Source: an optimization exercise on an open RTL-to-GDS flow (aim: small area, a short achievable clock period and few clock cycles). Production flows keep margins and buffers that such runs may drop. Where RTL was checked, it was by simulation tests only, not by an equivalence proof against the original. For run 1, only the layout was checked, not whether the RTL still works.

==> flow/design.v <==
module addk #(parameter W = 8) (input wire [W-1:0] x, input wire [W-1:0] y,
                                input wire ci, output wire [W-1:0] s);
  localparam integer NL = (W <= 1) ? 0 : (W <= 2) ? 1 : (W <= 4) ? 2 : (W <= 8) ? 3 : 4;
  wire [W-1:0] p = x ^ y;
  wire [W:0] P [0:NL];
  wire [W:0] V [0:NL];
  assign P[0] = {p, 1'b0};
  assign V[0] = {x, ci};
  genvar i, l;
  generate for (l = 0; l < NL; l = l + 1) begin: lv
    for (i = 0; i <= W; i = i + 1) begin: bt
      if (i >= (1 << l)) begin: m
        assign P[l+1][i] = P[l][i] & P[l][i - (1 << l)];
        assign V[l+1][i] = P[l][i] ? V[l][i - (1 << l)] : V[l][i];
      end else begin: k
        assign P[l+1][i] = P[l][i];
        assign V[l+1][i] = V[l][i];
      end
    end
  end endgenerate
  wire [W-1:0] c = V[NL][W-1:0];
  assign s = p ^ c;
endmodule
module add8c(input wire [7:0] x, input wire [7:0] y, input wire ci, output wire [7:0] s);
  addk #(8) a(.x(x), .y(y), .ci(ci), .s(s));
endmodule
module mul8(input wire [7:0] a, input wire [7:0] b, output wire [7:0] p);
  wire pp0_0 = a[0] & b[0];
  wire pp0_1 = a[1] & b[0];
  wire pp0_2 = a[2] & b[0];
  wire pp0_3 = a[3] & b[0];
  wire pp0_4 = a[4] & b[0];
  wire pp0_5 = a[5] & b[0];
  wire pp0_6 = a[6] & b[0];
  wire pp0_7 = a[7] & b[0];
  wire pp1_0 = a[0] & b[1];
  wire pp1_1 = a[1] & b[1];
  wire pp1_2 = a[2] & b[1];
  wire pp1_3 = a[3] & b[1];
  wire pp1_4 = a[4] & b[1];
  wire pp1_5 = a[5] & b[1];
  wire pp1_6 = a[6] & b[1];
  wire pp2_0 = a[0] & b[2];
  wire pp2_1 = a[1] & b[2];
  wire pp2_2 = a[2] & b[2];
  wire pp2_3 = a[3] & b[2];
  wire pp2_4 = a[4] & b[2];
  wire pp2_5 = a[5] & b[2];
  wire pp3_0 = a[0] & b[3];
  wire pp3_1 = a[1] & b[3];
  wire pp3_2 = a[2] & b[3];
  wire pp3_3 = a[3] & b[3];
  wire pp3_4 = a[4] & b[3];
  wire pp4_0 = a[0] & b[4];
  wire pp4_1 = a[1] & b[4];
  wire pp4_2 = a[2] & b[4];
  wire pp4_3 = a[3] & b[4];
  wire pp5_0 = a[0] & b[5];
  wire pp5_1 = a[1] & b[5];
  wire pp5_2 = a[2] & b[5];
  wire pp6_0 = a[0] & b[6];
  wire pp6_1 = a[1] & b[6];
  wire pp7_0 = a[0] & b[7];
  wire s1 = pp0_6 ^ pp1_5;
  wire c1 = s1 ? 1'b0 : pp0_6;
  wire h2 = pp0_7 ^ pp1_6;
  wire s2 = h2 ^ pp2_5;
  wire c2 = h2 ? pp2_5 : pp0_7;
  wire s3 = pp3_4 ^ pp4_3;
  wire c3 = s3 ? 1'b0 : pp3_4;
  wire s4 = pp0_4 ^ pp1_3;
  wire c4 = s4 ? 1'b0 : pp0_4;
  wire h5 = pp0_5 ^ pp1_4;
  wire s5 = h5 ^ pp2_3;
  wire c5 = h5 ? pp2_3 : pp0_5;
  wire s6 = pp3_2 ^ pp4_1;
  wire c6 = s6 ? 1'b0 : pp3_2;
  wire h7 = s1 ^ pp2_4;
  wire s7 = h7 ^ pp3_3;
  wire c7 = h7 ? pp3_3 : s1;
  wire h8 = pp4_2 ^ pp5_1;
  wire s8 = h8 ^ pp6_0;
  wire c8 = h8 ? pp6_0 : pp4_2;
  wire h9 = c1 ^ s2;
  wire s9 = h9 ^ s3;
  wire c9 = h9 ? s3 : c1;
  wire h10 = pp5_2 ^ pp6_1;
  wire s10 = h10 ^ pp7_0;
  wire c10 = h10 ? pp7_0 : pp5_2;
  wire s11 = pp0_3 ^ pp1_2;
  wire c11 = s11 ? 1'b0 : pp0_3;
  wire h12 = s4 ^ pp2_2;
  wire s12 = h12 ^ pp3_1;
  wire c12 = h12 ? pp3_1 : s4;
  wire h13 = c4 ^ s5;
  wire s13 = h13 ^ s6;
  wire c13 = h13 ? s6 : c4;
  wire h14 = c5 ^ c6;
  wire s14 = h14 ^ s7;
  wire c14 = h14 ? s7 : c5;
  wire h15 = c7 ^ c8;
  wire s15 = h15 ^ s9;
  wire c15 = h15 ? s9 : c7;
  wire s16 = pp0_2 ^ pp1_1;
  wire c16 = s16 ? 1'b0 : pp0_2;
  wire h17 = s11 ^ pp2_1;
  wire s17 = h17 ^ pp3_0;
  wire c17 = h17 ? pp3_0 : s11;
  wire h18 = c11 ^ s12;
  wire s18 = h18 ^ pp4_0;
  wire c18 = h18 ? pp4_0 : c11;
  wire h19 = c12 ^ s13;
  wire s19 = h19 ^ pp5_0;
  wire c19 = h19 ? pp5_0 : c12;
  wire h20 = c13 ^ s14;
  wire s20 = h20 ^ s8;
  wire c20 = h20 ? s8 : c13;
  wire h21 = c14 ^ s15;
  wire s21 = h21 ^ s10;
  wire c21 = h21 ? s10 : c14;
  wire [7:0] ra = {c20, c19, c18, c17, c16, s16, pp0_1, pp0_0};
  wire [7:0] rb = {s21, s20, s19, s18, s17, pp2_0, pp1_0, 1'b0};
  addk #(8) fin(.x(ra), .y(rb), .ci(1'b0), .s(p));
endmodule
module ge8(input wire [7:0] x, input wire [7:0] y, output wire ge);
  wire [7:0] eq = ~(x ^ y);
  wire [3:0] e1, g1;
  genvar i;
  generate for (i = 0; i < 4; i = i + 1) begin: l1
    assign e1[i] = eq[2*i+1] & eq[2*i];
    assign g1[i] = eq[2*i+1] ? x[2*i] : x[2*i+1];
  end endgenerate
  wire [1:0] e2, g2;
  generate for (i = 0; i < 2; i = i + 1) begin: l2
    assign e2[i] = e1[2*i+1] & e1[2*i];
    assign g2[i] = e1[2*i+1] ? g1[2*i] : g1[2*i+1];
  end endgenerate
  wire e3 = e2[1] & e2[0];
  wire g3 = e2[1] ? g2[0] : g2[1];
  assign ge = e3 | g3;
endmodule
module div8(input wire [7:0] a, input wire [7:0] d, output wire [7:0] q);
  wire [3:0] x1 = a[7:4];
  wire [7:0] ix = {x1, d[3:0]};
  localparam [255:0] TQ0 = 256'hff3f7f153f931f910fcf07cd03eb01e100f70075003b0019000f000500030001;
  localparam [255:0] TR0 = 256'h55d52a00d57d0a80f5750288fd5500a0ff5d0020ffd50008fff50000fffd0000;
  localparam [255:0] TQ1 = 256'h00f700f700750075003b003b00190019000f000f000500050003000300010001;
  localparam [255:0] TR1 = 256'h335199590ca00620f319f99100c00068ff31ff9100080000fff1fff900000000;
  localparam [255:0] TQ2 = 256'h000f000f000f000f000500050005000500030003000300030001000100010001;
  localparam [255:0] TR2 = 256'h0f018721c381e18100c0004000200000ff01ff81ffc1ffe10000000000000000;
  localparam [255:0] TQ3 = 256'h0003000300030003000300030003000300010001000100010001000100010001;
  localparam [255:0] TR3 = 256'h00018001c001e001f001f801fc01fe0100000000000000000000000000000000;
  wire [3:0] qh0 = {TQ3[ix], TQ2[ix], TQ1[ix], TQ0[ix]};
  wire [3:0] r10 = {TR3[ix], TR2[ix], TR1[ix], TR0[ix]};
  wire dhi = |d[7:4];
  wire [3:0] qh = dhi ? 4'd0 : qh0;
  wire [3:0] r1 = dhi ? x1 : r10;
  wire [8:0] m1 = {1'b0, d};
  wire [8:0] m2 = {d, 1'b0};
  wire [8:0] m4 = {d[6:0], 2'b0};
  wire [8:0] m8 = {d[5:0], 3'b0};
  wire [8:0] m3, m5, m7, m9, m11, m13, m15;
  addk #(9) a3 (.x({1'b0, d[6:0], 1'b0}), .y({2'b0, d[6:0]}), .ci(1'b0), .s(m3));
  addk #(9) a5 (.x({1'b0, d[5:0], 2'b0}), .y({3'b0, d[5:0]}), .ci(1'b0), .s(m5));
  addk #(9) a7 (.x({d[5:0], 3'b0}),  .y(~{3'b0, d[5:0]}), .ci(1'b1), .s(m7));
  addk #(9) a9 (.x({1'b0, d[4:0], 3'b0}), .y({4'b0, d[4:0]}), .ci(1'b0), .s(m9));
  addk #(9) a11(.x({1'b0, d[4:0], 3'b0}), .y({2'b0, m3[6:0]}), .ci(1'b0), .s(m11));
  addk #(9) a13(.x({1'b0, d[4:0], 3'b0}), .y({1'b0, m5[7:0]}), .ci(1'b0), .s(m13));
  addk #(9) a15(.x({d[4:0], 4'b0}),  .y(~{4'b0, d[4:0]}), .ci(1'b1), .s(m15));
  wire d7 = d[7];
  wire d6 = |d[7:6];
  wire d5 = |d[7:5];
  wire [15:1] ov;
  wire [7:0] mk [1:15];
  assign ov[1]  = m1[8];                 assign mk[1]  = m1[7:0];
  assign ov[2]  = m2[8];                 assign mk[2]  = m2[7:0];
  assign ov[3]  = d7 | m3[8];            assign mk[3]  = m3[7:0];
  assign ov[4]  = d6;                    assign mk[4]  = m4[7:0];
  assign ov[5]  = d6 | m5[8];            assign mk[5]  = m5[7:0];
  assign ov[6]  = d7 | m3[8] | m3[7];    assign mk[6]  = {m3[6:0], 1'b0};
  assign ov[7]  = d6 | m7[8];            assign mk[7]  = m7[7:0];
  assign ov[8]  = d5;                    assign mk[8]  = m8[7:0];
  assign ov[9]  = d5 | m9[8];            assign mk[9]  = m9[7:0];
  assign ov[10] = d6 | m5[8] | m5[7];    assign mk[10] = {m5[6:0], 1'b0};
  assign ov[11] = d5 | m11[8];           assign mk[11] = m11[7:0];
  assign ov[12] = d7 | |m3[8:6];         assign mk[12] = {m3[5:0], 2'b0};
  assign ov[13] = d5 | m13[8];           assign mk[13] = m13[7:0];
  assign ov[14] = d6 | m7[8] | m7[7];    assign mk[14] = {m7[6:0], 1'b0};
  assign ov[15] = d5 | m15[8];           assign mk[15] = m15[7:0];
  wire [7:0] x2 = {r1, a[3:0]};
  wire [15:1] t;
  genvar k;
  generate for (k = 1; k < 16; k = k + 1) begin: cmp
    wire ge;
    ge8 c(.x(x2), .y(mk[k]), .ge(ge));
    assign t[k] = ~ov[k] & ge;
  end endgenerate
  wire [3:0] ql;
  assign ql[3] = t[8];
  assign ql[2] = t[4] & ~t[8] | t[12];
  assign ql[1] = t[2] & ~t[4] | t[6] & ~t[8] | t[10] & ~t[12] | t[14];
  assign ql[0] = t[1] & ~t[2] | t[3] & ~t[4] | t[5] & ~t[6] | t[7] & ~t[8]
               | t[9] & ~t[10] | t[11] & ~t[12] | t[13] & ~t[14] | t[15];
  assign q = {qh, ql};
endmodule
module execute(
  input wire [7:0] ra, rb, rc, rd,
  input wire [23:0] w,               
  input wire [3:0] u1a, u1b,
  input wire [1:0] u1op,
  input wire [3:0] u2a, u2b,
  input wire u2sub, u2mul,
  input wire [3:0] u3a, u3b,
  input wire u3sub,
  input wire [3:0] ta, tb, tc, td, s0t, s1t, s2t, s3t,
  output wire [7:0] na, nb, nc, nd, s0d, s1d, s2d, s3d
);
  localparam [3:0] T_U1 = 4'd7, T_U2 = 4'd8, T_U3 = 4'd9;
  function [7:0] early;
    input [3:0] t;
    input [7:0] a, b, c, d;
    input [23:0] w;
    begin
      case (t[2:0])
        3'd0: early = a;
        3'd1: early = b;
        3'd2: early = c;
        3'd3: early = d;
        3'd4: early = w[7:0];
        3'd5: early = w[15:8];
        default: early = w[23:16];
      endcase
    end
  endfunction
  wire [7:0] x1a = early(u1a, ra, rb, rc, rd, w);
  wire [7:0] x1b = early(u1b, ra, rb, rc, rd, w);
  wire [7:0] dv = u1b[1] ? (u1b[0] ? rd : rc) : rb;
  wire [7:0] q;
  div8 divider(.a(ra), .d(dv), .q(q));
  wire       sub1 = (u1op == 2'd1);
  wire [7:0] as1, mu1;
  add8c add1(.x(x1a), .y(x1b ^ {8{sub1}}), .ci(sub1), .s(as1));
  mul8 mul1(.a(x1a), .b(x1b), .p(mu1));
  wire [7:0] u1m = u1op[1] ? mu1 : as1;
  wire [7:0] u1 = (u1op == 2'd3) ? q : u1m;
  wire [7:0] e2a = early(u2a, ra, rb, rc, rd, w);
  wire [7:0] e2b = early(u2b, ra, rb, rc, rd, w);
  wire [7:0] x2a = (u2a == T_U1) ? u1 : e2a;
  wire [7:0] x2b = (u2b == T_U1) ? u1 : e2b;
  wire [7:0] m2a = (u2a == T_U1) ? u1m : e2a;
  wire [7:0] m2b = (u2b == T_U1) ? u1m : e2b;
  wire [7:0] as2, mu2;
  add8c add2(.x(x2a), .y(x2b ^ {8{u2sub}}), .ci(u2sub), .s(as2));
  mul8 mul2(.a(m2a), .b(m2b), .p(mu2));
  wire [7:0] u2 = u2mul ? mu2 : as2;
  wire [7:0] x3a = (u3a == T_U2) ? u2 : (u3a == T_U1) ? u1 : early(u3a, ra, rb, rc, rd, w);
  wire [7:0] x3b = (u3b == T_U2) ? u2 : (u3b == T_U1) ? u1 : early(u3b, ra, rb, rc, rd, w);
  wire [7:0] u3;
  add8c add3(.x(x3a), .y(x3b ^ {8{u3sub}}), .ci(u3sub), .s(u3));
  function [7:0] pick;
    input [3:0] t;
    input [7:0] e, r1, r2, r3;
    begin
      pick = (t == T_U3) ? r3 : (t == T_U2) ? r2 : (t == T_U1) ? r1 : e;
    end
  endfunction
  assign na = pick(ta, early(ta, ra, rb, rc, rd, w), u1, u2, u3);
  assign nb = pick(tb, early(tb, ra, rb, rc, rd, w), u1, u2, u3);
  assign nc = pick(tc, early(tc, ra, rb, rc, rd, w), u1, u2, u3);
  assign nd = pick(td, early(td, ra, rb, rc, rd, w), u1, u2, u3);
  assign s0d = pick(s0t, early(s0t, ra, rb, rc, rd, w), u1, u2, u3);
  assign s1d = pick(s1t, early(s1t, ra, rb, rc, rd, w), u1, u2, u3);
  assign s2d = pick(s2t, early(s2t, ra, rb, rc, rd, w), u1, u2, u3);
  assign s3d = pick(s3t, early(s3t, ra, rb, rc, rd, w), u1, u2, u3);
endmodule
module membank(
  input wire clk,
  input wire we,
  input wire [4:0] wrow,
  input wire [7:0] wdata,
  input wire [31:0] rsel,
  input wire usel,             
  output wire [7:0] rdata,
  output wire [7:0] udata      
);
  reg [7:0] mem [0:31];
  always @(posedge clk)
    if (we)
      mem[wrow] <= wdata;
  reg [7:0] qt [0:3];
  integer i, j;
  always @* begin
    for (j = 0; j < 4; j = j + 1) begin
      qt[j] = 8'd0;
      for (i = 8 * j; i < 8 * j + 8; i = i + 1)
        qt[j] = qt[j] | ({8{rsel[i]}} & mem[i]);
    end
  end
  assign rdata = qt[0] | qt[1] | qt[2] | qt[3];
  assign udata = ({8{usel}} & qt[0]) | ({8{usel}} & qt[1]) | ({8{usel}} & qt[2]) | ({8{usel}} & qt[3]);
endmodule
module group_decoder(
  input wire [79:0] win_all,      
  input wire [4:0] row_lo,        
  input wire [4:0] row_hi,        
  input wire [10:1] endok,        
  output wire [10:1] len_oh,      
  output wire halt,
  output wire [3:0] u1a, u1b,     
  output wire [1:0] u1op,         
  output wire [3:0] u2a, u2b,     
  output wire u2sub, u2mul,
  output wire [3:0] u3a, u3b,     
  output wire u3sub,
  output wire [3:0] ta, tb, tc, td,  
  output wire [23:0] imm,         
  output wire s0v, s1v, s2v, s3v,  
  output wire [7:0] s0a, s1a, s2a, s3a,
  output wire [3:0] s0t, s1t, s2t, s3t
);
  localparam integer W = 10;      
  localparam integer K = 7;       
  localparam [3:0] T_U1 = 4'd7, T_U2 = 4'd8, T_U3 = 4'd9;
  wire [7:0] win [0:W];
  genvar j, r, k;
  generate for (j = 0; j < W; j = j + 1) begin: wb
    assign win[j] = win_all[8*j +: 8];
  end endgenerate
  assign win[W] = 8'd0;
  wire [W:0] two;    
  generate for (j = 0; j < W; j = j + 1) begin: tw
    assign two[j] = (win[j][7:3] == 5'b00011);
  end endgenerate
  assign two[W] = 1'b0;
  wire [W+2:0] sp [0:K];
  assign sp[0] = {{(W+2){1'b0}}, 1'b1};
  generate for (k = 0; k < K; k = k + 1) begin: spk
    reg [W+2:0] nxt;
    integer p;
    always @* begin
      nxt = {(W+3){1'b0}};
      for (p = 0; p <= W; p = p + 1) begin
        nxt[p+1] = nxt[p+1] | (sp[k][p] & ~two[p]);
        nxt[p+2] = nxt[p+2] | (sp[k][p] & two[p]);
      end
    end
    assign sp[k+1] = nxt;
  end endgenerate
  wire [W-1:0] smc_b;
  wire [7:0] bank_b [0:W-1];
  generate for (j = 0; j < W; j = j + 1) begin: sb
    assign smc_b[j] = (win[j+1][7:3] == row_lo) | (win[j+1][7:3] == row_hi);
    assign bank_b[j] = 8'd1 << win[j+1][2:0];
  end endgenerate
  wire [7:0] op [0:K-1];
  wire [7:0] nx [0:K-1];
  wire [7:0] sbank [0:K-1];
  wire [K-1:0] ssmc;
  wire [K-1:0] fit;
  generate for (k = 0; k < K; k = k + 1) begin: sl
    reg [7:0] o, n, bk;
    reg sm;
    integer p;
    always @* begin
      o = 8'd0; n = 8'd0; bk = 8'd0; sm = 1'b0;
      for (p = k; p < W; p = p + 1) begin
        o = o | ({8{sp[k][p]}} & win[p]);
        n = n | ({8{sp[k][p]}} & win[p+1]);
        bk = bk | ({8{sp[k][p]}} & bank_b[p]);
        sm = sm | (sp[k][p] & smc_b[p]);
      end
    end
    assign op[k] = o;
    assign nx[k] = n;
    assign sbank[k] = bk;
    assign ssmc[k] = sm;
    assign fit[k] = |(sp[k+1][W:1] & endok);
  end endgenerate
  wire [K-1:0] is_mov, is_alu, is_as, is_mul, is_mvi, is_st, is_halt, is_div;
  wire [3:0] wr [0:K-1];    
  wire [3:0] rd [0:K-1];    
  wire [1:0] aop [0:K-1];
  generate for (k = 0; k < K; k = k + 1) begin: dc
    wire [7:0] o = op[k];
    assign is_mov[k]  = (o <= 8'h0b);
    assign is_alu[k]  = (o >= 8'h0c) && (o <= 8'h17);
    assign is_as[k]   = (o >= 8'h0c) && (o <= 8'h11);
    assign is_mul[k]  = (o >= 8'h12) && (o <= 8'h14);
    assign is_div[k]  = (o >= 8'h15) && (o <= 8'h17);
    assign is_mvi[k]  = (o[7:2] == 6'b000110);
    assign is_st[k]   = (o[7:2] == 6'b000111);
    assign is_halt[k] = (o == 8'hff);
    reg [3:0] w, s;
    always @* begin
      w = 4'b0000; s = 4'b0000;
      if (o <= 8'h0b) begin
        case (o[3:0])
          4'h0: begin w = 4'b0001; s = 4'b0010; end
          4'h1: begin w = 4'b0001; s = 4'b0100; end
          4'h2: begin w = 4'b0001; s = 4'b1000; end
          4'h3: begin w = 4'b0010; s = 4'b0001; end
          4'h4: begin w = 4'b0010; s = 4'b0100; end
          4'h5: begin w = 4'b0010; s = 4'b1000; end
          4'h6: begin w = 4'b0100; s = 4'b0010; end
          4'h7: begin w = 4'b0100; s = 4'b0001; end
          4'h8: begin w = 4'b0100; s = 4'b1000; end
          4'h9: begin w = 4'b1000; s = 4'b0010; end
          4'ha: begin w = 4'b1000; s = 4'b0100; end
          default: begin w = 4'b1000; s = 4'b0001; end
        endcase
      end else if (o <= 8'h17) begin
        w = 4'b0001;
        case (o[4:0])
          5'h0c, 5'h0f, 5'h12, 5'h15: s = 4'b0010;
          5'h0d, 5'h10, 5'h13, 5'h16: s = 4'b0100;
          default: s = 4'b1000;
        endcase
      end else if (o[7:2] == 6'b000110) begin
        w = 4'b0001 << o[1:0];
      end else if (o[7:2] == 6'b000111) begin
        s = 4'b0001 << o[1:0];
      end
    end
    assign wr[k] = w;
    assign rd[k] = s;
    assign aop[k] = (o <= 8'h0e) ? 2'd0 : (o <= 8'h11) ? 2'd1 : (o <= 8'h14) ? 2'd2 : 2'd3;
  end endgenerate
  wire [K-1:0] alu_ge1, alu_ge2, alu_ge3, st_ge1, st_ge2, st_ge3, st_ge4, mvi_ge1, mvi_ge2, mvi_ge3, div_ge1;
  wire [3:0] wb4 [0:K-1];
  wire [3:0] w2 [0:K-1];
  assign alu_ge1[0] = 1'b0; assign alu_ge2[0] = 1'b0; assign alu_ge3[0] = 1'b0;
  assign st_ge1[0]  = 1'b0; assign st_ge2[0]  = 1'b0; assign st_ge3[0] = 1'b0; assign st_ge4[0] = 1'b0;
  assign mvi_ge1[0] = 1'b0; assign mvi_ge2[0] = 1'b0; assign mvi_ge3[0] = 1'b0;
  assign div_ge1[0] = 1'b0;
  assign wb4[0] = 4'b0000;
  assign w2[0] = 4'b0000;
  generate for (k = 1; k < K; k = k + 1) begin: cnt
    assign alu_ge1[k] = alu_ge1[k-1] | is_alu[k-1];
    assign alu_ge2[k] = alu_ge2[k-1] | (alu_ge1[k-1] & is_alu[k-1]);
    assign alu_ge3[k] = alu_ge3[k-1] | (alu_ge2[k-1] & is_alu[k-1]);
    assign st_ge1[k]  = st_ge1[k-1] | is_st[k-1];
    assign st_ge2[k]  = st_ge2[k-1] | (st_ge1[k-1] & is_st[k-1]);
    assign st_ge3[k]  = st_ge3[k-1] | (st_ge2[k-1] & is_st[k-1]);
    assign st_ge4[k]  = st_ge4[k-1] | (st_ge3[k-1] & is_st[k-1]);
    assign mvi_ge1[k] = mvi_ge1[k-1] | is_mvi[k-1];
    assign mvi_ge2[k] = mvi_ge2[k-1] | (mvi_ge1[k-1] & is_mvi[k-1]);
    assign mvi_ge3[k] = mvi_ge3[k-1] | (mvi_ge2[k-1] & is_mvi[k-1]);
    assign div_ge1[k] = div_ge1[k-1] | (is_alu[k-1] & is_div[k-1]);
    assign wb4[k] = wb4[k-1] | wr[k-1];
    assign w2[k] = w2[k-1] | ({4{alu_ge2[k-1] | (alu_ge1[k-1] & is_alu[k-1])}} & wr[k-1]);
  end endgenerate
  wire [K-1:0] first_alu  = is_alu & ~alu_ge1;
  wire [K-1:0] second_alu = is_alu & alu_ge1 & ~alu_ge2;
  wire [K-1:0] third_alu  = is_alu & alu_ge2 & ~alu_ge3;
  wire [K-1:0] first_st   = is_st & ~st_ge1;
  wire [K-1:0] second_st  = is_st & st_ge1 & ~st_ge2;
  wire [K-1:0] third_st   = is_st & st_ge2 & ~st_ge3;
  wire [K-1:0] fourth_st  = is_st & st_ge3 & ~st_ge4;
  wire [K-1:0] mvi0 = is_mvi & ~mvi_ge1;
  wire [K-1:0] mvi1 = is_mvi & mvi_ge1 & ~mvi_ge2;
  wire [K-1:0] mvi2 = is_mvi & mvi_ge2 & ~mvi_ge3;
  wire [7:0] sb4 [0:K-1];
  assign sb4[0] = 8'd0;
  generate for (k = 1; k < K; k = k + 1) begin: sbc
    assign sb4[k] = sb4[k-1] | ({8{is_st[k-1]}} & sbank[k-1]);
  end endgenerate
  reg [7:0] r_s0a, r_s1a, r_s2a, r_s3a;
  integer i;
  always @* begin
    r_s0a = 8'd0; r_s1a = 8'd0; r_s2a = 8'd0; r_s3a = 8'd0;
    for (i = 0; i < K; i = i + 1) begin
      r_s0a = r_s0a | ({8{first_st[i]}} & nx[i]);
      r_s1a = r_s1a | ({8{second_st[i]}} & nx[i]);
      r_s2a = r_s2a | ({8{third_st[i]}} & nx[i]);
      r_s3a = r_s3a | ({8{fourth_st[i]}} & nx[i]);
    end
  end
  assign s0a = r_s0a; assign s1a = r_s1a; assign s2a = r_s2a; assign s3a = r_s3a;
  wire [K-1:0] cb, ca;
  generate for (k = 0; k < K; k = k + 1) begin: cut
    wire div_late = is_div[k] & (wb4[k][0] | |(wb4[k] & rd[k]));
    assign cb[k] = ~fit[k]
                 | (is_alu[k] & (alu_ge3[k] | (alu_ge2[k] & ~is_as[k]) | div_late
                                 | (alu_ge1[k] & (is_div[k] | (is_mul[k] & div_ge1[k])))))
                 | (is_st[k] & (st_ge4[k] | |(w2[k] & rd[k])
                                | |(sbank[k] & sb4[k])))
                 | (is_mvi[k] & mvi_ge3[k]);
    assign ca[k] = is_halt[k] | (is_st[k] & ssmc[k]);
  end endgenerate
  wire [K:1] stop;
  generate for (k = 1; k <= K; k = k + 1) begin: sp1
    if (k < K) begin: m
      assign stop[k] = cb[k] | ca[k-1];
    end else begin: l
      assign stop[k] = 1'b1;
    end
  end endgenerate
  wire [K:1] prior;    
  assign prior[1] = 1'b0;
  generate for (k = 2; k <= K; k = k + 1) begin: pr
    assign prior[k] = prior[k-1] | stop[k-1];
  end endgenerate
  wire [K:1] n_oh = stop & ~prior;
  wire [K-1:0] inc;
  assign inc[0] = 1'b1;
  generate for (k = 1; k < K; k = k + 1) begin: ic
    assign inc[k] = ~prior[k+1 > K ? K : k+1] & ~stop[k];
  end endgenerate
  reg [10:1] r_len;
  always @* begin
    r_len = 10'd0;
    for (i = 1; i <= K; i = i + 1)
      r_len = r_len | ({10{n_oh[i]}} & sp[i][10:1]);
  end
  assign len_oh = r_len;
  wire [3:0] t [0:K][0:3];
  wire [3:0] srct [0:K-1];
  generate for (r = 0; r < 4; r = r + 1) begin: t0
    assign t[0][r] = r;
  end endgenerate
  generate for (k = 0; k < K; k = k + 1) begin: tg
    assign srct[k] = ({4{rd[k][0]}} & t[k][0]) | ({4{rd[k][1]}} & t[k][1])
                   | ({4{rd[k][2]}} & t[k][2]) | ({4{rd[k][3]}} & t[k][3]);
    wire [3:0] cv = is_mvi[k] ? (mvi_ge2[k] ? 4'd6 : mvi_ge1[k] ? 4'd5 : 4'd4)
                              : (alu_ge2[k] ? T_U3 : alu_ge1[k] ? T_U2 : T_U1);
    for (r = 0; r < 4; r = r + 1) begin: rg
      wire w  = wr[k][r];
      wire wm = w & is_mov[k];
      wire wc = w & ~is_mov[k];
      assign t[k+1][r] = ({4{~w}} & t[k][r]) | ({4{wm}} & srct[k]) | ({4{wc}} & cv);
    end
  end endgenerate
  reg [3:0] tend [0:3];
  integer m;
  always @* begin
    for (m = 0; m < 4; m = m + 1) begin
      tend[m] = 4'd0;
      for (i = 1; i <= K; i = i + 1)
        tend[m] = tend[m] | ({4{n_oh[i]}} & t[i][m]);
    end
  end
  assign ta = tend[0];
  assign tb = tend[1];
  assign tc = tend[2];
  assign td = tend[3];
  reg [3:0] r_u1a, r_u1b, r_u2a, r_u2b, r_u3a, r_u3b, r_s0t, r_s1t, r_s2t, r_s3t;
  reg [1:0] r_u1op;
  reg       r_u2sub, r_u2mul, r_u3sub, r_s0v, r_s1v, r_s2v, r_s3v, r_halt;
  reg [23:0] r_imm;
  always @* begin
    r_u1a = 4'd0; r_u1b = 4'd0; r_u2a = 4'd0; r_u2b = 4'd0;
    r_s0t = 4'd0; r_s1t = 4'd0; r_s2t = 4'd0; r_s3t = 4'd0;
    r_u1op = 2'd0; r_u2sub = 1'b0; r_u2mul = 1'b0;
    r_u3a = 4'd0; r_u3b = 4'd0; r_u3sub = 1'b0;
    r_s0v = 1'b0; r_s1v = 1'b0; r_s2v = 1'b0; r_s3v = 1'b0; r_halt = 1'b0;
    r_imm = 24'd0;
    for (i = 0; i < K; i = i + 1) begin
      r_u1a = r_u1a | ({4{first_alu[i]}} & t[i][0]);
      r_u1b = r_u1b | ({4{first_alu[i]}} & srct[i]);
      r_u1op = r_u1op | ({2{first_alu[i]}} & aop[i]);
      r_u2a = r_u2a | ({4{second_alu[i]}} & t[i][0]);
      r_u2b = r_u2b | ({4{second_alu[i]}} & srct[i]);
      r_u2sub = r_u2sub | (second_alu[i] & (aop[i] == 2'd1));
      r_u2mul = r_u2mul | (second_alu[i] & (aop[i] == 2'd2));
      r_u3a = r_u3a | ({4{third_alu[i]}} & t[i][0]);
      r_u3b = r_u3b | ({4{third_alu[i]}} & srct[i]);
      r_u3sub = r_u3sub | (third_alu[i] & (aop[i] == 2'd1));
      r_s0t = r_s0t | ({4{first_st[i]}} & srct[i]);
      r_s0v = r_s0v | (first_st[i] & inc[i]);
      r_s1t = r_s1t | ({4{second_st[i]}} & srct[i]);
      r_s1v = r_s1v | (second_st[i] & inc[i]);
      r_s2t = r_s2t | ({4{third_st[i]}} & srct[i]);
      r_s2v = r_s2v | (third_st[i] & inc[i]);
      r_s3t = r_s3t | ({4{fourth_st[i]}} & srct[i]);
      r_s3v = r_s3v | (fourth_st[i] & inc[i]);
      r_imm[7:0]   = r_imm[7:0]   | ({8{mvi0[i]}} & nx[i]);
      r_imm[15:8]  = r_imm[15:8]  | ({8{mvi1[i]}} & nx[i]);
      r_imm[23:16] = r_imm[23:16] | ({8{mvi2[i]}} & nx[i]);
      r_halt = r_halt | (is_halt[i] & inc[i]);
    end
  end
  assign u1a = r_u1a; assign u1b = r_u1b; assign u1op = r_u1op;
  assign u2a = r_u2a; assign u2b = r_u2b; assign u2sub = r_u2sub; assign u2mul = r_u2mul;
  assign u3a = r_u3a; assign u3b = r_u3b; assign u3sub = r_u3sub;
  assign s0t = r_s0t; assign s1t = r_s1t; assign s2t = r_s2t; assign s3t = r_s3t;
  assign s0v = r_s0v; assign s1v = r_s1v; assign s2v = r_s2v; assign s3v = r_s3v;
  assign imm = r_imm;
  assign halt = r_halt;
endmodule
module processor(
  input wire clk, reset,
  input wire op,  
  input wire [7:0] in_data,
  input wire user_write_memory,
  input wire [7:0] user_address,
  output wire [7:0] out_data,  
  output wire done             
);
  reg [7:0] reg_a, reg_b, reg_c, reg_d;
  reg [7:0] pc;           
  reg [7:0] pc_start;     
  reg       running;      
  reg       g_ready;      
  reg       f_halted;     
  reg       done_r;
  reg [63:0] rb0, rb1;
  reg [7:0]  rv0, rv1;    
  reg        g_valid;
  reg        g_halt;
  reg [23:0] g_imm;       
  reg [3:0]  g_u1a, g_u1b;
  reg [1:0]  g_u1op;
  reg [3:0]  g_u2a, g_u2b;
  reg        g_u2sub, g_u2mul;
  reg [3:0]  g_u3a, g_u3b;
  reg        g_u3sub;
  reg [3:0]  g_ta, g_tb, g_tc, g_td;
  reg        g_s0v, g_s1v, g_s2v, g_s3v;
  reg [7:0]  g_s0a, g_s1a, g_s2a, g_s3a;
  reg [3:0]  g_s0t, g_s1t, g_s2t, g_s3t;
  wire [4:0] row0 = pc[7:3];
  wire [4:0] row1 = row0 + 5'd1;
  wire [4:0] row2 = row0 + 5'd2;
  wire sel1 = g_ready & ~running;       
  wire e_go = g_valid | (sel1 & op);
  wire [7:0] a_new, b_new, c_new, d_new, s0d, s1d, s2d, s3d;
  execute ex(
    .ra(reg_a), .rb(reg_b), .rc(reg_c), .rd(reg_d), .w(g_imm),
    .u1a(g_u1a), .u1b(g_u1b), .u1op(g_u1op),
    .u2a(g_u2a), .u2b(g_u2b), .u2sub(g_u2sub), .u2mul(g_u2mul),
    .u3a(g_u3a), .u3b(g_u3b), .u3sub(g_u3sub),
    .ta(g_ta), .tb(g_tb), .tc(g_tc), .td(g_td), .s0t(g_s0t), .s1t(g_s1t), .s2t(g_s2t), .s3t(g_s3t),
    .na(a_new), .nb(b_new), .nc(c_new), .nd(d_new), .s0d(s0d), .s1d(s1d), .s2d(s2d), .s3d(s3d)
  );
  wire all0 = &rv0;
  wire all1 = &rv1;
  wire [4:0] frow = ~all0 ? row0 : ~all1 ? row1 : row2;
  wire [4:0] rrow = op ? frow : user_address[7:3];
  wire [31:0] rsel = 32'd1 << rrow;
  wire [7:0] cw0 = {8{e_go & g_s0v}} & (8'd1 << g_s0a[2:0]);
  wire [7:0] cw1 = {8{e_go & g_s1v}} & (8'd1 << g_s1a[2:0]);
  wire [7:0] cw2 = {8{e_go & g_s2v}} & (8'd1 << g_s2a[2:0]);
  wire [7:0] cw3 = {8{e_go & g_s3v}} & (8'd1 << g_s3a[2:0]);
  wire [7:0] uwb = {8{~op & user_write_memory}} & (8'd1 << user_address[2:0]);
  wire [63:0] bank_row;
  wire [63:0] bank_user;
  wire [7:0]  ubank = 8'd1 << user_address[2:0];
  genvar b;
  generate for (b = 0; b < 8; b = b + 1) begin: bk
    wire       we   = cw0[b] | cw1[b] | cw2[b] | cw3[b] | uwb[b];
    wire [4:0] wrow = cw0[b] ? g_s0a[7:3] : cw1[b] ? g_s1a[7:3] : cw2[b] ? g_s2a[7:3]
                    : cw3[b] ? g_s3a[7:3] : user_address[7:3];
    wire [7:0] wdat = cw0[b] ? s0d : cw1[b] ? s1d : cw2[b] ? s2d : cw3[b] ? s3d : in_data;
    membank m(.clk(clk), .we(we), .wrow(wrow), .wdata(wdat), .rsel(rsel),
              .usel(ubank[b]), .rdata(bank_row[8*b +: 8]), .udata(bank_user[8*b +: 8]));
  end endgenerate
  assign out_data = bank_user[7:0] | bank_user[15:8] | bank_user[23:16] | bank_user[31:24]
                  | bank_user[39:32] | bank_user[47:40] | bank_user[55:48] | bank_user[63:56];
  wire [2:0] pcl = pc[2:0];
  wire [143:0] rbuf = {16'd0, rb1, rb0};
  wire [79:0] win_all = rbuf[{pcl, 3'b000} +: 80];
  wire [10:1] endok;
  wire ahead = ~running & ~g_ready;
  genvar e;
  generate for (e = 1; e <= 10; e = e + 1) begin: eo
    assign endok[e] = ({1'b0, pcl} + e <= (ahead ? 4'd7 : 4'd15));
  end endgenerate
  wire [10:1] f_len_oh;
  wire [23:0] f_imm;
  wire       f_halt;
  wire [3:0] f_u1a, f_u1b, f_u2a, f_u2b;
  wire [1:0] f_u1op;
  wire       f_u2sub, f_u2mul;
  wire [3:0] f_u3a, f_u3b;
  wire       f_u3sub;
  wire [3:0] f_ta, f_tb, f_tc, f_td;
  wire       f_s0v, f_s1v, f_s2v, f_s3v;
  wire [7:0] f_s0a, f_s1a, f_s2a, f_s3a;
  wire [3:0] f_s0t, f_s1t, f_s2t, f_s3t;
  group_decoder dec(
    .win_all(win_all), .row_lo(row0), .row_hi(row1), .endok(endok),
    .len_oh(f_len_oh), .halt(f_halt), .imm(f_imm),
    .u1a(f_u1a), .u1b(f_u1b), .u1op(f_u1op),
    .u2a(f_u2a), .u2b(f_u2b), .u2sub(f_u2sub), .u2mul(f_u2mul),
    .u3a(f_u3a), .u3b(f_u3b), .u3sub(f_u3sub),
    .ta(f_ta), .tb(f_tb), .tc(f_tc), .td(f_td),
    .s0v(f_s0v), .s1v(f_s1v), .s2v(f_s2v), .s3v(f_s3v),
    .s0a(f_s0a), .s1a(f_s1a), .s2a(f_s2a), .s3a(f_s3a),
    .s0t(f_s0t), .s1t(f_s1t), .s2t(f_s2t), .s3t(f_s3t)
  );
  wire hz0 = g_s0v & ((g_s0a[7:3] == row0) | (g_s0a[7:3] == row1) | (g_s0a[7:3] == row2));
  wire hz1 = g_s1v & ((g_s1a[7:3] == row0) | (g_s1a[7:3] == row1) | (g_s1a[7:3] == row2));
  wire hz2 = g_s2v & ((g_s2a[7:3] == row0) | (g_s2a[7:3] == row1) | (g_s2a[7:3] == row2));
  wire hz3 = g_s3v & ((g_s3a[7:3] == row0) | (g_s3a[7:3] == row1) | (g_s3a[7:3] == row2));
  wire hz = e_go & (hz0 | hz1 | hz2 | hz3);
  wire f_run = op & ~f_halted & ~done_r & ~(sel1 & g_halt);
  wire f_go = f_run & all0 & all1 & ~hz;
  wire f_load = f_run & ~(all0 & all1) & ~hz;    
  reg [3:0] pcl_sum;
  integer k;
  always @* begin
    pcl_sum = 4'd0;
    for (k = 1; k <= 10; k = k + 1)
      pcl_sum = pcl_sum | ({4{f_len_oh[k]}} & ({1'b0, pcl} + k));
  end
  wire f_carry = pcl_sum[3];
  wire [7:0] snoop0 = {8{uwb != 8'd0 && user_address[7:3] == row0}} & uwb;
  wire [7:0] snoop1 = {8{uwb != 8'd0 && user_address[7:3] == row1}} & uwb;
  wire snoop01 = |(snoop0 | snoop1);
  wire [7:0] pc_next = {f_carry ? row1 : row0, pcl_sum[2:0]};
  always @(posedge clk, posedge reset)
    if (reset) begin
      reg_a <= 8'h55; reg_b <= 8'h11; reg_c <= 8'h11; reg_d <= 8'h11;
      pc <= 8'd0;
      running <= 1'b0; g_ready <= 1'b0;
      f_halted <= 1'b0; done_r <= 1'b0;
      g_valid <= 1'b0;
      rv0 <= 8'd0; rv1 <= 8'd0;
    end else begin
      running <= op;
      if (e_go) begin
        reg_a <= a_new; reg_b <= b_new; reg_c <= c_new; reg_d <= d_new;
      end
      g_valid <= f_go;
      if (!op) begin
        f_halted <= 1'b0;
        done_r <= 1'b0;
        if (!g_ready) begin
          if (all0 && all1 && !f_carry && !snoop01) begin
            g_ready <= 1'b1;
            pc_start <= pc;
            pc <= pc_next;
          end
        end else if (snoop01) begin
          g_ready <= 1'b0;
          pc <= pc_start;
        end
      end else begin
        g_ready <= 1'b0;
        if (f_go) pc <= pc_next;
        if ((f_go && f_halt) || (sel1 && g_halt)) f_halted <= 1'b1;
        if (e_go && g_halt) done_r <= 1'b1;
      end
      if (hz) begin
        rv0 <= 8'd0; rv1 <= 8'd0;
      end else if (f_go && f_carry) begin
        rv0 <= rv1; rv1 <= 8'hff;
      end else if (f_load) begin
        if (!all0) rv0 <= 8'hff;
        else rv1 <= 8'hff;
      end else begin
        rv0 <= rv0 | snoop0;
        rv1 <= rv1 | snoop1;
      end
    end
  genvar y;
  generate for (y = 0; y < 8; y = y + 1) begin: rbb
    always @(posedge clk) begin
      if (f_go && f_carry) begin
        rb0[8*y +: 8] <= rb1[8*y +: 8];
        rb1[8*y +: 8] <= bank_row[8*y +: 8];
      end else if (f_load) begin
        if (!all0) rb0[8*y +: 8] <= bank_row[8*y +: 8];
        else rb1[8*y +: 8] <= bank_row[8*y +: 8];
      end else begin
        if (snoop0[y]) rb0[8*y +: 8] <= in_data;
        if (snoop1[y]) rb1[8*y +: 8] <= in_data;
      end
    end
  end endgenerate
  always @(posedge clk)
    if (op || !g_ready) begin
    g_halt <= f_halt;
    g_imm <= f_imm;
    g_u1a <= f_u1a; g_u1b <= f_u1b; g_u1op <= f_u1op;
    g_u2a <= f_u2a; g_u2b <= f_u2b; g_u2sub <= f_u2sub; g_u2mul <= f_u2mul;
    g_u3a <= f_u3a; g_u3b <= f_u3b; g_u3sub <= f_u3sub;
    g_ta <= f_ta; g_tb <= f_tb; g_tc <= f_tc; g_td <= f_td;
    g_s0v <= f_s0v; g_s0a <= f_s0a; g_s0t <= f_s0t;
    g_s1v <= f_s1v; g_s1a <= f_s1a; g_s1t <= f_s1t;
    g_s2v <= f_s2v; g_s2a <= f_s2a; g_s2t <= f_s2t;
    g_s3v <= f_s3v; g_s3a <= f_s3a; g_s3t <= f_s3t;
    end
  assign done = done_r;
endmodule
==> flow/flow/run.sh <==
#!/bin/bash
# The standard flow's own layout (standard.sh), except that synthesis skips ORFS's adder
# step (Yosys extract_fa and the full/half-adder cell map): ABC then maps the
# arithmetic as plain logic and times it as a whole. Everything else, the
# registers included, is the standard synthesis and layout.
set -euo pipefail
here=$(pwd)

# ORFS's synth.tcl without the block from "Technology mapping of adders" up
# to "Technology mapping of latches"
sed '/^# Technology mapping of adders/,/^# Technology mapping of latches/{/^# Technology mapping of latches/!d}' \
  "$FLOW_HOME/scripts/synth.tcl" > "$here/synth_noadder.tcl"
grep -q '^# Technology mapping of latches' "$here/synth_noadder.tcl"
! grep -q 'extract_fa' "$here/synth_noadder.tcl"

# The standard flow's synthesis script, sourcing that instead of ORFS's synth.tcl
sed "s#source \$::env(SCRIPTS_DIR)/synth.tcl#source $here/synth_noadder.tcl#" \
  synth_recipe.tcl > "$here/synth_recipe_noadder.tcl"
grep -q 'synth_noadder.tcl' "$here/synth_recipe_noadder.tcl"

# standard.sh with that synthesis script
sed "s#SYNTH_SCRIPT=[^ ]*#SYNTH_SCRIPT=$here/synth_recipe_noadder.tcl#" standard.sh > "$here/standard_noadder.sh"
grep -q 'synth_recipe_noadder.tcl' "$here/standard_noadder.sh"

bash "$here/standard_noadder.sh" finish > "$here/orfs_make.log" 2>&1
==> flow/standard.sh <==
#!/bin/bash
# synth_recipe.tcl (not shown) runs the flow's synth.tcl, then flattens the netlist and writes it again
# the make line also repeats each setting of config.mk as NAME=value (left out here)
make -C /OpenROAD-flow-scripts/flow DESIGN_CONFIG=/design/flow/config.mk WORK_HOME=/design/flow/orfs CLKGATE_MAP_FILE= SYNTH_SCRIPT=/design/flow/synth_recipe.tcl "${@:-finish}"
==> flow/config.mk <==
export PLATFORM = sky130hd
export DESIGN_NAME = processor
export DESIGN_NICKNAME = processor
export VERILOG_FILES = /design/flow/design.v
export SDC_FILE = /design/flow/constraint.sdc
export NUM_CORES = 8
export LEC_CHECK = 0
export CAP_MARGIN = 20
export CORE_MARGIN = 2
export CORE_UTILIZATION = 50
export CTS_CLUSTER_DIAMETER = 110
export CTS_CLUSTER_SIZE = 26
export PLACE_DENSITY = 0.6
export SETUP_SLACK_MARGIN = 4
export SLEW_MARGIN = 20
==> flow/constraint.sdc <==
create_clock -name core_clock -period 12.5 [get_ports {clk}]
set_input_delay 2.5000 -clock core_clock [delete_from_list [all_inputs] [get_ports {clk}]]
set_output_delay 2.5000 -clock core_clock [all_outputs]
set_load 0.01 [all_outputs]
==> results of run 1 <==
==> per-layer routing <==
layer / routed length, um / vias to the layer above
li1: - / 50400
met2: 278000 / 12100
met4: 68200 / 32
met5: 402 / -
met1: 221000 / 60800
met3: 97100 / 3199
==> kinds of logic after synthesis <==
family                   share of synthesized area
flip-flops                                   0.534
buffers and inverters                       0.0336
other                                    0.0000283
XOR/XNOR                                    0.0196
AO/OA/AOI/OAI                                0.232
adder cells (fa/ha/maj)                    0.00280
multiplexers                                0.0495
AND/OR/NAND/NOR                              0.129
==> cell usage after synthesis (54+ instances only) <==
master    instances  share of area
a211oi_1        203          0.012
a21o_1           96         0.0054
a21oi_1         855          0.032
a221oi_1        335          0.022
a22o_1          253          0.017
a22oi_1         767          0.043
a31oi_1         112         0.0053
and2_1           75         0.0035
and3_1           64         0.0030
buf_1           131         0.0037
buf_2            81         0.0031
clkbuf_1        729          0.021
edfxtp_1       2304           0.52
inv_1           117         0.0033
mux2_2          102         0.0087
mux2i_1         297          0.022
mux4_2          100          0.017
nand2_1        1064          0.030
nand2b_1         70         0.0033
nand3_1         335          0.013
nand4_1         183         0.0086
nor2_1         1409          0.040
nor2b_1          74         0.0035
nor3_1          223         0.0084
o211ai_1        121         0.0069
o21a_1           54         0.0031
o21ai_0         746          0.028
o21ai_1          71         0.0027
o221ai_1        151          0.010
o22ai_1         174         0.0082
or3_1            80         0.0038
xnor2_1         197          0.013
xor2_1           74         0.0049
==> worst max path at each step <==
stage	from	slack, ns	cells past startpoint	to
after floorplan	reg_c[0]	3.68	28	bk[1].m.mem[0][6]
after global placement	pc[0]	0.98	27	g_u1b[2]
after detailed placement	pc[0]	0.82	27	g_tc[2]
after CTS	pc[0]	3.98	34	g_tc[2]
after global routing	pc[0]	3.62	37	pc[3]
final	pc[0]	3.67	35	rv1[4]
==> repair_timing <==
action	4_1_cts	5_1_grt
gates resized for setup	793	545
endpoints found under the hold margin	0	0
setup buffers	344	190
gates cloned	29	37
setup endpoints to repair	2441	1882
pin swaps	191	158
hold buffers	0	0
==> flip-flops by register name, indices dropped and copies added (netlist names), 8 cells and up <==
name,cells
rb0,64
bk.m.mem,2048
g_s0a,8
g_s1a,8
reg_d,8
reg_a,8
rv0,8
reg_b,8
g_s3a,8
pc_start,8
rb1,64
rv1,8
reg_c,8
g_imm,24
g_s2a,8
pc,8
==> final cells by class <==
cell class,instances,area [um2],area share
Sequential cell,2365,70700,0.458
Clock inverter,20,387,0.00250
Timing Repair Buffer,1361,12900,0.0837
Inverter,131,522,0.00337
Tap cell,3515,4400,0.0284
Clock buffer,112,2680,0.0173
Antenna cell,22,55.1,0.000356
Multi-Input combinational cell,9089,62900,0.407
==> worst reg2reg max path, delay by kind of cell, from the launching register on <==
kind	cells	cell delay (ns)
buffers and inverters	10	1.64
muxes	1	0.36
DFF	1	0.52
AOI/OAI and AO/OA	14	3.56
and+or+nand+nor	10	2.63
==> through the flow <==
step | util | cells
floorplan | - | 12500
global placement | 0.532 | 15800
detailed placement | 0.533 | 15900
CTS | 0.570 | 16400
global route | 0.588 | 16600
finish | 0.588 | 16600
==> impl_metrics.json, run 1 <==
{
  "status": "finished clean",
  "rows": 188,
  "syn_area_mm2": 0.132,
  "fin_crit_sh": 0.707,
  "r2r_end": "rv1[4]",
  "reg2reg_slack_ns": 3.67,
  "initial_utilization": 0.504,
  "period_needed_ns": 8.83,
  "grt_first_pass_wirelength_mm": 904,
  "reg2reg_from": "pc[0]",
  "syn_inst": 12500,
  "maxCapViolations": 0,
  "use_met1": 0.591,
  "worst_slew_pin_slew_ns": 1.40,
  "holdPathStages": 1,
  "hp-class": "reg2reg",
  "layout_common_cells": "edfxtp_1 (2304), nor2_1 (1251), buf_4 (1037)",
  "hold_viol": 0,
  "met2_usage": 0.688,
  "grt.busiest_layer": "met2",
  "core_mm2": 0.263,
  "insertion_delay_ns": 0.89,
  "seq_area_frac_synth": 0.534,
  "slowest_delay_ns": 0.67,
  "vias_per_cell": 7.61,
  "postLayoutCellArea_mm2": 0.155,
  "synth_ff_type": "edfxtp_1",
  "clock.fmax_mhz": 113,
  "drv_slew": 0,
  "worstPathArrival_ns": 9.56,
  "die_height_um": 519,
  "h-tree-depth": 3,
  "crit_type": "reg2reg",
  "die_area_mm2": 0.269,
  "rsz0062_at_grt": "true",
  "clock_sink_count": 2365,
  "grt_overflow": 0,
  "cp-end-kind": "register",
  "routabilityCongestion": 1.06,
  "fin_nets": 13100,
  "dp_slack_ns": 0.825,
  "first_pass_iters": 12,
  "crit_buf_inv": 10,
  "tns_ns": 0,
  "critPathTopFamily": "compound AO/OA/AOI/OAI gates",
  "drtIter0Drc": 23100,
  "synthArstFlopShare": 0.0258,
  "io_pins": 29,
  "cp_slowest_cell": "a222oi_1",
  "fin_ws_ns": 3.67,
  "numCtsBuffers": 106,
  "dp_hpwl_mm": 445,
  "wl_mm": 665,
  "wl_per_cell_um": 40.0,
  "relSlewSlack": 0.0612,
  "area_growth_pct": 16.7,
  "synth-warning-count": 9,
  "final_common_cell": "edfxtp_1",
  "synth_seq_cells": 2365,
  "dpl_cell_area_mm2": 0.140,
  "port_buffers": 28,
  "setup_violations": 0,
  "routed-via-count": 126000,
  "cp.required_ns": 13.23,
  "hold_path_end": "rv1[1]",
  "clock_path_buffers": 3,
  "drcViolationCount": 0,
  "fillers": 21600,
  "start_kind": "register",
  "cts_tree": "done",
  "rr_worst_depth": 35,
  "die_x_um": 519,
  "synth_cell_types": 122,
  "antenna_found_initial": 27,
  "synth_edf_count": 2304,
  "gr-usage-met3": 0.132,
  "grt_pass1_vias": 115000,
  "grt_max_degree": 73,
  "cts.clk_slew.worst_paths_ns": 0.11,
  "cp_max_fo": 12,
  "drive_gt1_frac": 0.203,
  "gr-usage-all-layers": 0.471,
  "synth.avg_cell_area_um2": 10.6,
  "min_from": "rv1[1]",
  "clockRootBuffer": "clkbuf_16",
  "hold_slack_ns": 0.505,
  "ant_nets": 0,
  "skew_ns": 0.0907
}
==> inputs of run 2 (changes only) <==
--- a/flow/design.v
+++ b/flow/design.v
@@ -270,6 +270,6 @@
   assign nd = pick(td, early(td, ra, rb, rc, rd, w), u1, u2, u3);
-  assign s0d = pick(s0t, early(s0t, ra, rb, rc, rd, w), u1, u2, u3);
-  assign s1d = pick(s1t, early(s1t, ra, rb, rc, rd, w), u1, u2, u3);
-  assign s2d = pick(s2t, early(s2t, ra, rb, rc, rd, w), u1, u2, u3);
-  assign s3d = pick(s3t, early(s3t, ra, rb, rc, rd, w), u1, u2, u3);
+  assign s0d = (s0t == T_U1) ? u1 : early(s0t, ra, rb, rc, rd, w);
+  assign s1d = (s1t == T_U1) ? u1 : early(s1t, ra, rb, rc, rd, w);
+  assign s2d = (s2t == T_U1) ? u1 : early(s2t, ra, rb, rc, rd, w);
+  assign s3d = (s3t == T_U1) ? u1 : early(s3t, ra, rb, rc, rd, w);
 endmodule
--- a/flow/config.mk
+++ b/flow/config.mk
@@ -13,3 +13,3 @@
 export PLACE_DENSITY = 0.6
-export SETUP_SLACK_MARGIN = 4
+export SETUP_SLACK_MARGIN = 3.7
 export SLEW_MARGIN = 20
==> run 2 against run 1 <==
  * Clock skew down 0.0078 ns
  * Final area decreased by 4.5%
  * Non-clock buffer count fell by 385
  * Still clean on timing, DRC and antenna
  * Critical path depth shrank 19
  * Largest cell class unchanged
  * Area after synthesis fell by 0.21%
==> impl_metrics.json, run 2 <==
{
  "wl_mm": 652,
  "grt_first_pass_wirelength_mm": 892,
  "clock_path_buffers": 3,
  "status": "finished clean",
  "drv_slew": 0,
  "dpl_cell_area_mm2": 0.139,
  "grt.busiest_layer": "met2",
  "clock_sink_count": 2365,
  "wl_per_cell_um": 40.5,
  "grt_overflow": 0,
  "start_kind": "primary input",
  "synth_cell_types": 133,
  "die_x_um": 518,
  "vias_per_cell": 7.65,
  "hold_viol": 0,
  "drive_gt1_frac": 0.165,
  "io_pins": 29,
  "multi_input_area_mm2": 0.0607,
  "die_height_um": 518,
  "place_inst": 15700,
  "synth_ff_type": "edfxtp_1",
  "synth.avg_cell_area_um2": 10.7,
  "seq_area_frac_synth": 0.535,
  "rsz0062_at_grt": "true",
  "port_buffers": 28,
  "gr-usage-met3": 0.143,
  "synthArstFlopShare": 0.0258,
  "antenna_found_initial": 37,
  "drtIter0Drc": 23100,
  "first_pass_iters": 14,
  "numCtsBuffers": 104,
  "insertion_delay_ns": 0.88,
  "layout_common_cells": "edfxtp_1 (2304), nor2_1 (1172), nand2_1 (1037)",
  "hp-class": "reg2reg",
  "crit_type": "in2out",
  "fin_crit_sh": 0.712,
  "routed-via-count": 123000,
  "ant_nets": 0,
  "cp-end-kind": "output pin",
  "syn_area_mm2": 0.132,
  "core_mm2": 0.263,
  "yosys-top-cells-count": "edfxtp_1 (2304), nor2_1 (1299), nand2_1 (1068), a21oi_1 (839), a22oi_1 (728)",
  "period_needed_ns": 8.90,
  "seq_area_mm2": 0.0707,
  "tns_ns": 0,
  "h-tree-depth": 3,
  "cp_max_fo": 26,
  "setup_violations": 0,
  "yosysMostFrequentCell": "edfxtp_1",
  "use_met1": 0.585,
  "clock.fmax_mhz": 112,
  "regMostFlops": "bk.m.mem",
  "synth_top_area_share": 0.523,
  "cts_tree": "done",
  "grt_max_degree": 73,
  "area_growth_pct": 11.7,
  "largest_register_ffs": 2048,
  "cp.required_ns": 10.00,
  "synth_seq_cells": 2365,
  "clockRootBuffer": "clkbuf_16",
  "met2_usage": 0.677,
  "routabilityCongestion": 1.15,
  "fillers": 22300,
  "gr-usage-all-layers": 0.468,
  "grt_pass1_vias": 111000,
  "final_common_cell": "edfxtp_1",
  "synth-warning-count": 9,
  "relSlewSlack": 0.120,
  "instances_no_fill": 16100,
  "reg.largest.list": "bk.m.mem (2048), rb0 (64), rb1 (64)",
  "synth_edf_count": 2304,
  "fin_nets": 12600,
  "skew_ns": 0.0829,
  "die_area_mm2": 0.269,
  "hold_slack_ns": 0.503,
  "syn_inst": 12400,
  "worst_slew_pin_slew_ns": 1.28,
  "rows": 188,
  "drcViolationCount": 0,
  "synth_area_leaders": "edfxtp_1 (52%), a22oi_1 (4.1%), nor2_1 (3.7%)",
  "dp_hpwl_mm": 452,
  "postLayoutCellArea_mm2": 0.148,
  "worstPathArrival_ns": 6.40,
  "cts.clk_slew.worst_paths_ns": 0.09,
  "initial_utilization": 0.503,
  "maxCapViolations": 0,
  "yosysTopAreaCell": "edfxtp_1"
}
run 2: cell types whose count changed in the layout (fill, tap and decap cells not counted), moves of 44 or more:
| cell | delta |
|---|---|
| buf_4 | -197 |
| nor2_1 | -79 |
| o21a_1 | +77 |
| buf_6 | -82 |
| buf_12 | -44 |
| mux2i_1 | -73 |
| o211ai_1 | +65 |
run 2: area by class of cell:
cell class / count / area share
clock buffer: 124 / 0.0186
inverter: 118 / 0.00308
timing repair buffer: 976 / 0.0562
tap: 3515 / 0.0298
antenna: 21 / 0.000356
clock inverter: 13 / 0.00183
sequential: 2365 / 0.479
multi-input combinational: 8968 / 0.411
run 2: layer usage:
layer | vias to the layer above | wire, um
met3 | 2790 | 93300
met4 | 24 | 64900
met2 | 11000 | 271000
met5 | - | 208
li1 | 49300 | -
met1 | 60000 | 222000
run 2: logic make-up (layout without fill, tap and decap cells):
group,count (synthesis),after routing,share of synthesized area
simple gates,3730,3732,0.129
buf+inv,1072,1231,0.0336
fa+ha+maj,30,30,0.00227
other cells,1,23,0.0000284
xor+xnor,276,276,0.0197
flops,2365,2365,0.535
mux,416,416,0.0426
compound gates,4507,4512,0.238
run 2: critical path, stage by stage:
cell	delay [ns]
clkdlybuf4s50_1	0.42
buf_6	0.17
nor2_2	0.15
a21o_1	0.14
nor2_1	0.09
nand2_2	0.18
buf_4	0.16
nor2_4	0.04
buf_4	0.27
a22o_1	0.31
a221oi_1	0.24
nand3_1	0.17
or4_4	0.69
a22oi_2	0.25
nand4_1	0.18
dlygate4sd2_1	0.35
run 2: metrics by stage:
stage / util / setup slack [ns]
finish: 0.562 / 3.60
CTS: 0.554 / 3.68
global placement: 0.529 / 1.30
floorplan: - / 4.71
detailed placement: 0.530 / 1.19
global route: 0.562 / 3.56
run 2: path summary, 6_finish.rpt:
kind,start,cells after the start,slack (ns),end
max in group asynchronous,reset,3,8.97,reg_b[2]
min in group asynchronous,reset,2,2.32,rv1[6]
hold / removal,rv1[4],1,0.50,rv1[4]
setup / recovery,user_address[7],16,3.60,out_data[6]
hold reg to reg,rv1[4],1,0.50,rv1[4]
setup reg to reg,pc[0],33,3.77,rv1[5]
run 2: timing repair:
action | in CTS | in global routing
setup endpoints to repair | 378 | 369
setup buffers | 169 | 73
pin swaps | 81 | 69
hold buffers | 0 | 0
resized for setup | 360 | 282
cloned | 9 | 0
Testbench counts of run 2, summed over its fixed seeds: cycles 1,121.
==> inputs of run 3 (changes only) <==
--- a/flow/config.mk
+++ b/flow/config.mk
@@ -7,3 +7,3 @@
 export LEC_CHECK = 0
-export CAP_MARGIN = 20
+export CAP_MARGIN = 0
 export CORE_MARGIN = 2
@@ -13,3 +13,3 @@
 export PLACE_DENSITY = 0.6
-export SETUP_SLACK_MARGIN = 3.7
-export SLEW_MARGIN = 20
+export SETUP_SLACK_MARGIN = 4
+export SLEW_MARGIN = 0
==> run 3 against run 2 <==
  * The layout now fails its checks (max-capacitance violations, max-slew violations)
  * Flip-flop and latch count unchanged
  * Largest cell class unchanged
  * Clock skew rose by 0.020 ns
  * First-iteration DRC count grew 4.1%
==> impl_metrics.json, run 3 <==
{
  "status": "complete, but fails checks",
  "so.violations": "max-capacitance violations, max-slew violations",
  "syn_inst": 12400,
  "synth-warning-count": 9,
  "gr-usage-all-layers": 0.471,
  "fillers": 21900,
  "synth_top_area_share": 0.523,
  "insertion_delay_ns": 0.87,
  "worst_slew_pin_slew_ns": 1.60,
  "reg.largest.list": "bk.m.mem (2048), rb0 (64), rb1 (64)",
  "period_needed_ns": 8.56,
  "worstPathArrival_ns": 9.25,
  "largest_register_ffs": 2048,
  "synth_seq_cells": 2365,
  "numCtsBuffers": 104,
  "maxCapViolations": 6,
  "critPathTopFamily": "compound AO/OA/AOI/OAI gates",
  "first_pass_iters": 12,
  "synthArstFlopShare": 0.0258,
  "yosysTopAreaCell": "edfxtp_1",
  "routed-via-count": 124000,
  "cp_max_fo": 16,
  "synth_ff_type": "edfxtp_1",
  "grt_pass1_vias": 112000,
  "grt_first_pass_wirelength_mm": 896,
  "drtIter0Drc": 24000,
  "area_growth_pct": 13.0,
  "port_buffers": 28,
  "routabilityCongestion": 1.15,
  "synth.avg_cell_area_um2": 10.7,
  "instances_no_fill": 16200,
  "cts_tree": "done",
  "hold_viol": 0,
  "wl_mm": 663,
  "clock.fmax_mhz": 117,
  "grt_max_degree": 73,
  "die_area_mm2": 0.269,
  "cp-end-kind": "register",
  "crit_buf_inv": 9,
  "hold_buffers": 0,
  "cp.required_ns": 13.19,
  "cp_slowest_cell": "or4_4",
  "start_kind": "register",
  "dp_hpwl_mm": 451,
  "rsz0062_at_grt": "true",
  "relSlewSlack": -0.0727,
  "cts.clk_slew.worst_paths_ns": 0.11,
  "hp-class": "reg2reg",
  "regMostFlops": "bk.m.mem",
  "fin_crit_sh": 0.685,
  "clock_path_buffers": 3,
  "skew_ns": 0.103,
  "tns_ns": 0,
  "crit_path_frequent_cell": "buf_4",
  "syn_area_mm2": 0.132,
  "clockRootBuffer": "clkbuf_16",
  "rows": 188,
  "synth_cell_types": 133,
  "grt_overflow": 0,
  "layout_common_cells": "edfxtp_1 (2304), nor2_1 (1226), nand2_1 (1033)",
  "h-tree-depth": 3,
  "final_common_cell": "edfxtp_1",
  "yosys-top-cells-count": "edfxtp_1 (2304), nor2_1 (1299), nand2_1 (1068), a21oi_1 (839), a22oi_1 (728)",
  "core_mm2": 0.263,
  "die_x_um": 518,
  "postLayoutCellArea_mm2": 0.149,
  "die_height_um": 518,
  "drive_gt1_frac": 0.173,
  "synth_area_leaders": "edfxtp_1 (52%), a22oi_1 (4.1%), nor2_1 (3.7%)",
  "synth_edf_count": 2304,
  "setup_violations": 0,
  "seq_area_frac_synth": 0.535,
  "clock_sink_count": 2365,
  "initial_utilization": 0.503,
  "fin_nets": 12600,
  "place_inst": 15700,
  "ant_nets": 0,
  "drv_slew": 25,
  "crit_type": "reg2reg",
  "wl_per_cell_um": 40.9,
  "slowest_delay_ns": 0.67,
  "drcViolationCount": 0,
  "vias_per_cell": 7.68,
  "yosysMostFrequentCell": "edfxtp_1",
  "antenna_found_initial": 41,
  "io_pins": 29,
  "dpl_cell_area_mm2": 0.139
}
run 3: area by class of cell:
type / instances / area [um2] / share of cell area
Clock buffer: 123 / 2700 / 0.0180
Sequential cell: 2365 / 70800 / 0.473
Tap cell: 3515 / 4400 / 0.0294
Clock inverter: 15 / 305 / 0.00204
Inverter: 118 / 455 / 0.00305
Timing Repair Buffer: 1052 / 9460 / 0.0633
Antenna cell: 28 / 70.1 / 0.000469
Multi-Input combinational cell: 8970 / 61300 / 0.410
run 3: through the flow:
| stage | hold slack, ns | util | setup slack (ns) |
|---|---|---|---|
| after floorplan | 0.423 | - | 4.71 |
| after global placement | 0.473 | 0.529 | 1.30 |
| after detailed placement | 0.480 | 0.529 | 1.16 |
| after CTS | 0.505 | 0.558 | 3.97 |
| after global routing | 0.525 | 0.569 | 3.88 |
| final | 0.503 | 0.569 | 3.94 |
run 3: cells by family (layout without fill, tap and decap cells):
kind of cell	after synthesis	count (layout)	synth area share
xor gates and xnor gates	276	276	0.0197
and+or+nand+nor	3730	3734	0.129
AOI/OAI and AO/OA	4507	4512	0.238
muxes	416	416	0.0426
buffers and inverters	1072	1308	0.0336
DFF	2365	2365	0.535
other	1	30	0.0000284
adders and majority gates	30	30	0.00227
run 3: worst register-to-register path, delay by kind of cell (launching register included):
kind,cells,cell delay [ns]
muxes,2,0.76
DFF,1,0.56
AOI/OAI and AO/OA,13,3.43
and+or+nand+nor,7,1.84
buffers and inverters,9,1.86
run 3: what timing repair did:
action | 4_1_cts | 5_1_grt
gates resized for setup | 547 | 365
setup endpoints to repair | 591 | 401
gates cloned | 13 | 14
setup buffers | 207 | 113
pin swaps | 146 | 109
run 3: worst paths after layout:
kind,startpoint,end,slack (ns),cells after the start
worst max-delay path,pc[0],rv1[5],3.94,31
worst min-delay path,rv0[3],rv0[3],0.50,1
worst max register to register,pc[0],rv1[5],3.94,31
worst min register to register,rv0[3],rv0[3],0.50,1
max in group asynchronous,reset,reg_b[2],9.01,3
min in group asynchronous,reset,rv0[2],2.32,2
run 3: routing by layer:
metal / GRT usage / wire length [um]
met1: 0.588 / 222000
met3: 0.145 / 98300
met2: 0.683 / 274000
met4: 0.362 / 67800
met5: 0 / 165

separate check: timing with driven ports:
Ports are ideal in the flow. The routed layouts listed here were re-timed in OpenROAD. Step 1, drivers: a clkbuf_16 drives clk and a buf_2 each remaining input, both assumed. Step 2, shift: input delay + t, output delay - t, t = (earliest + latest rising clock arrival at the registers) / 2. This alone moves slack from input paths to output paths. a / b / c = ideal / step 1 / step 2; a / b = the first two.
run	shift t [ns]	setup WS [ns]	hold WS [ns]	clock arrival spread, ns	pins driven straight from the clock port
run 1	0.949	3.666 / 3.666 / 3.666	0.505 / 0.505 / 0.505	0.094 / 0.093	1
run 2	0.918	3.603 / 3.387 / 3.387	0.503 / 0.503 / 0.503	0.085 / 0.085	1
run 3	0.914	3.941 / 3.782 / 3.782	0.503 / 0.503 / 0.503	0.102 / 0.103	1
For run 2, which loses most, drivers alone change the setup slack by -0.216 ns; drivers and shift together by -0.216 ns.
